This design comes from an exercise in tuning for small area on the open sky130 flow, not from production work.
In this exercise RTL edits were held to simulation tests only and were not proved equivalent to the original.
The flow treats the clock pin as an ideal source. Dropping or thinning the clock tree relies on that and would not hold on a real chip.
Power and IR drop assume default switching activity.

==> module steering, before the edit <==
module steering(
                    PCLK,
                    PENABLE,
                    PSEL,
                    PRESETN,
                    PWRITE,
                    PREADY,
                    PSLVERR,
                    PADDR,
                    PWDATA,
                    PRDATA,
                    SERVOMOTOR1,
                    SERVOMOTOR2,
                    SERVOMOTORPWM,
                    SAMPLEINT);
input PCLK, PENABLE, PSEL, PRESETN, PWRITE;
input wire [31:0] PWDATA;
input [7:0] PADDR;
output [31:0] PRDATA;
output PREADY, PSLVERR;
output reg SERVOMOTOR1, SERVOMOTOR2;
output SERVOMOTORPWM;
output SAMPLEINT;
assign PREADY = 1'b1;
assign PSLVERR = 1'b0;
assign PRDATA = 32'd0;
wire we = PENABLE & PWRITE & PSEL;
reg active;
reg [9:0] des_pos, act_pos;
always @(posedge PCLK)
begin
    if (!PRESETN)
    begin
        active <= 1'b0;
        des_pos <= 10'd512;
        act_pos <= 10'd0;
    end
    else if (we)
    begin
        if (PWDATA[20])
            act_pos <= PWDATA[9:0];
        else if (active)
            des_pos <= PWDATA[9:0];
        if (PWDATA[23])
            active <= 1'b0;
        else if (PWDATA[22])
            active <= 1'b1;
    end
end
localparam [16:0] S_0      = 17'hce3b;
localparam [16:0] S_50001  = 17'h05ab;
localparam [16:0] S_99990  = 17'hec59;
localparam [16:0] S_100000 = 17'h1671d;
reg [16:0] dc;
reg tick;
reg sint;
reg comp;
wire wrap;
always @(posedge PCLK)
begin
    if (!PRESETN)
    begin
        dc <= S_0;
        tick <= 1'b1;
        sint <= 1'b0;
    end
    else
    begin
        dc <= {dc[15:0], dc[16] ^ dc[13] ^ wrap};
        tick <= wrap;
        if (tick)
            sint <= 1'b1;
        else if ((dc & 17'h0b3ff) == 17'h001ab)    
            sint <= 1'b0;
    end
end
assign SAMPLEINT = sint;
always @(posedge PCLK)
    comp <= (~sint & ((dc & 17'h0d77f) == 17'h0c459)) | (comp & ~tick);    
assign wrap = comp & dc[13] & dc[4];
reg [11:0] r;
reg [5:0] c;
reg Y, pwm;
reg [65:0] R;
wire [10:0] dcy;
wire [9:0] nact = ~act_pos;
assign dcy[0] = 1'b1;
assign dcy[10:1] = (des_pos & nact) | (dcy[9:0] & (des_pos ^ nact));
wire [10:0] d = {~dcy[10], des_pos ^ nact ^ dcy[9:0]};
wire e0 = R[55] & comp;
wire e1 = R[44] & comp;
wire e2 = R[33] & comp;
wire e3 = R[22] & comp;
wire e4 = R[11] & comp;
wire o12 = e1 | e2, a12 = e1 & e2, o34 = e3 | e4, a34 = e3 & e4;
wire [3:0] th = {a12 & a34, (a12 & o34) | (a34 & o12), a12 | a34 | (o12 & o34), o12 | o34};
reg [7:0] u;
always @(*)
begin
    case ({tick, e0, th})
        6'b000000: u = 8'h00;
        6'b000001: u = 8'hf5;
        6'b000011: u = 8'hea;
        6'b000111: u = 8'hdf;
        6'b001111: u = 8'hd4;
        6'b010000: u = 8'h2e;
        6'b010001: u = 8'h23;
        6'b010011: u = 8'h18;
        6'b010111: u = 8'h0d;
        6'b011111: u = 8'h02;
        6'b100000: u = 8'h00;
        6'b100001: u = 8'h0b;
        6'b100011: u = 8'h16;
        6'b100111: u = 8'h21;
        6'b101111: u = 8'h2c;
        6'b110000: u = 8'hd2;
        6'b110001: u = 8'hdd;
        6'b110011: u = 8'he8;
        6'b110111: u = 8'hf3;
        6'b111111: u = 8'hfe;
        default: u = 8'h00;
    endcase
end
reg [6:0] A;
wire [7:0] Ax = {A[6], A};
wire [8:0] scy;
assign scy[0] = 1'b0;
assign scy[8:1] = (Ax & u) | (scy[7:0] & (Ax ^ u));
wire [7:0] S = Ax ^ u ^ scy[7:0];
always @(posedge PCLK)
    A <= {S[7] & comp, S[6:1]};    
reg clr;
always @(posedge PCLK)
    clr <= ~PRESETN | (clr & ~(r[10] & r[9] & r[5] & r[4]));    
always @(posedge PCLK)
begin
    R <= {R[0], R[65:1]};
    if (comp)
        R[10] <= S[0];
    if (clr)
        R[10] <= 1'b0;
    if (tick)
        R[10:0] <= d;
end
wire neg = S[7];
wire [11:0] hi = {S[7:0], R[10:7]};
wire hz = ~(|hi);                      
wire ho = &hi;                         
wire [5:0] x = R[6:1];
wire acte = active & PRESETN;
reg [5:0] m;
always @(posedge PCLK)
begin
    if (tick | ~PRESETN)
    begin
        m <= {6{~acte}} | ({6{hz}} & ~x) | ({6{ho}} & x);
        SERVOMOTOR1 <= acte & neg;
        SERVOMOTOR2 <= acte & ~neg;
    end
end
wire mc = ~SERVOMOTOR1;
localparam [11:0] R_0    = 12'h807;
localparam [11:0] R_79   = 12'h5cd;
localparam [11:0] R_3919 = 12'h403;
wire rend = (r == R_3919);
wire pend = c[5] & c[4] & c[1] & c[0] & r[8] & r[3] & r[2] & r[0] & ~r[4];
wire cz = c[5] & c[4] & c[3];                           
wire [6:0] ccy;
assign ccy[0] = 1'b1;
assign ccy[6:1] = c & ccy[5:0];
wire [5:0] cinc = c ^ ccy[5:0];
wire [6:0] cley;
assign cley[0] = mc;
assign cley[6:1] = (m & c) | (cley[5:0] & (m ^ c));
always @(posedge PCLK)
begin
    if (!PRESETN)
    begin
        r <= R_0;
        c <= 6'd0;
        Y <= 1'b1;
        pwm <= 1'b0;
    end
    else
    begin
        if (pend)
        begin
            r <= R_3919;
            c <= 6'd63;
        end
        else
        begin
            r <= {r[10:0], r[11] ^ r[4] ^ r[1] ^ r[0] ^ rend};
            if (rend)
                c <= cinc;
        end
        Y <= cz | ~cley[6];
        pwm <= Y;
    end
end
assign SERVOMOTORPWM = pwm;
endmodule
clock: 10.0 ns
lec_check: 0
abc_area: 1
cap_margin: 20
core_margin: 2
core_utilization: 70
gpl_timing_driven: 0
slew_margin: 20
standard.sh (not shown) runs the stock make flow with config.mk's settings and CLKGATE_MAP_FILE= SYNTH_SCRIPT=/design/flow/synth_recipe.tcl, a recipe that flattens the netlist after the stock synthesis.
==> flow/flow/run.sh <==
#!/bin/bash
# Standard ORFS layout (the standard.sh) with these changes:
#  - after the floorplan, flow/rmp_stage.tcl re-maps the combinational logic for area
#    with OpenROAD's restructure (registers untouched) and merges the tie cells;
#  - buf_1 as the port buffer, and one tie cell per constant value instead of one per port;
set -euo pipefail
here=$(pwd)
knobs=("BUFFER_PORTS_ARGS=-buffer_cell sky130_fd_sc_hd__buf_1" "SKIP_REPAIR_TIE_FANOUT=1")
res=$here/orfs/results/$FLOW_PLATFORM/steering/base
logs=$here/orfs/logs/$FLOW_PLATFORM/steering/base
bash standard.sh "${knobs[@]}" floorplan > flow_make_floorplan.log 2>&1
python3 $here/flow/filter_lib.py $FLOW_HOME/platforms/sky130hd/lib/sky130_fd_sc_hd__tt_025C_1v80.lib \
  $here/rmp_lib.lib > filter_lib.log 2>&1
RES_DIR=$res RMP_LIB=$here/rmp_lib.lib RMP_WORK=$here/rmp_work \
  openroad -no_init -exit $here/flow/rmp_stage.tcl > rmp_stage.log 2>&1
bash standard.sh "${knobs[@]}" place > flow_make_place.log 2>&1
RES_DIR=$res MYCTS_DIR=$here/flow MYCTS_NLEAF=7 MYCTS_LEAF=sky130_fd_sc_hd__buf_8 \
  MYCTS_ROOT=sky130_fd_sc_hd__clkbuf_8 \
  openroad -no_init -exit $here/flow/cts_stage.tcl > cts_stage.log 2>&1
cp cts_stage.log $logs/4_1_cts.log
cp $res/4_1_cts.odb $res/4_cts.odb
touch $res/4_cts.sdc
bash standard.sh "${knobs[@]}" finish > flow_make_finish.log 2>&1
Other scripts of this flow, unchanged in this note and not shown: flow/flow/cts_stage.tcl, flow/flow/filter_lib.py, flow/flow/mycts.tcl, flow/flow/rmp_stage.tcl
Rerun with:
--- a/flow/design.v
+++ b/flow/design.v
@@ -52,13 +52,13 @@
 localparam [16:0] S_99990  = 17'hec59;
 localparam [16:0] S_100000 = 17'h1671d;
 reg [16:0] dc;
 reg tick;
 reg sint;
 reg comp;
-wire wrap;
+wire wrap = (dc == S_100000);
 always @(posedge PCLK)
 begin
     if (!PRESETN)
     begin
         dc <= S_0;
         tick <= 1'b1;
@@ -67,20 +67,19 @@
     else
     begin
         dc <= {dc[15:0], dc[16] ^ dc[13] ^ wrap};
         tick <= wrap;
         if (tick)
             sint <= 1'b1;
-        else if ((dc & 17'h0b3ff) == 17'h001ab)    
+        else if (dc == S_50001)
             sint <= 1'b0;
     end
 end
 assign SAMPLEINT = sint;
 always @(posedge PCLK)
-    comp <= (~sint & ((dc & 17'h0d77f) == 17'h0c459)) | (comp & ~tick);    
-assign wrap = comp & dc[13] & dc[4];
+    comp <= (dc == S_99990) | (comp & ~tick);
 reg [11:0] r;
 reg [5:0] c;
 reg Y, pwm;
 reg [65:0] R;
 wire [10:0] dcy;
 wire [9:0] nact = ~act_pos;
@@ -160,13 +159,13 @@
 end
 wire mc = ~SERVOMOTOR1;
 localparam [11:0] R_0    = 12'h807;
 localparam [11:0] R_79   = 12'h5cd;
 localparam [11:0] R_3919 = 12'h403;
 wire rend = (r == R_3919);
-wire pend = c[5] & c[4] & c[1] & c[0] & r[8] & r[3] & r[2] & r[0] & ~r[4];
+wire pend = c[5] & c[4] & c[1] & c[0] & (r == R_79);    
 wire cz = c[5] & c[4] & c[3];                           
 wire [6:0] ccy;
 assign ccy[0] = 1'b1;
 assign ccy[6:1] = c & ccy[5:0];
 wire [5:0] cinc = c ^ ccy[5:0];
 wire [6:0] cley;
After rerunning: Sequential share of layout area fell by 0.36 points. Clock power hardly moves. Register-to-register slack is worse by 0.33 ns. Die area rose by 0.43%. Sequential power stays flat. Final area rose by 0.62%. Worst setup slack is worse by 0.33 ns. Cell count rose by 1.3%. Power rose by 0.99%. Clock skew is about the same.
No run of this note takes its clock network from TritonCTS; it comes from the design's own scripts or RTL.

[re-timing with driven ports]
The flow's constraints put no driver on any port. The routed layouts listed below were extracted and timed again, unchanged, in two steps. Step 1 assumes that a clkbuf_16 drives the clock port and a buf_2 every other input. Step 2 adds t to the input delays and takes it off the output delays; t is the mean of the earliest and latest rising clock arrival at the registers after step 1. Input paths then give back, and output paths get back, about the clock's delay inside the block. Three values: ideal, step 1, step 2; two values: the first two.
run | t (ns) | setup slack, ns | clock arrival spread, ns
the first run | 0.390 | 4.877 / 4.877 / 4.877 | 0.015 / 0.015
the second run | 0.400 | 4.545 / 4.545 / 4.545 | 0.015 / 0.014
After both steps setup and hold are still met in every run listed.
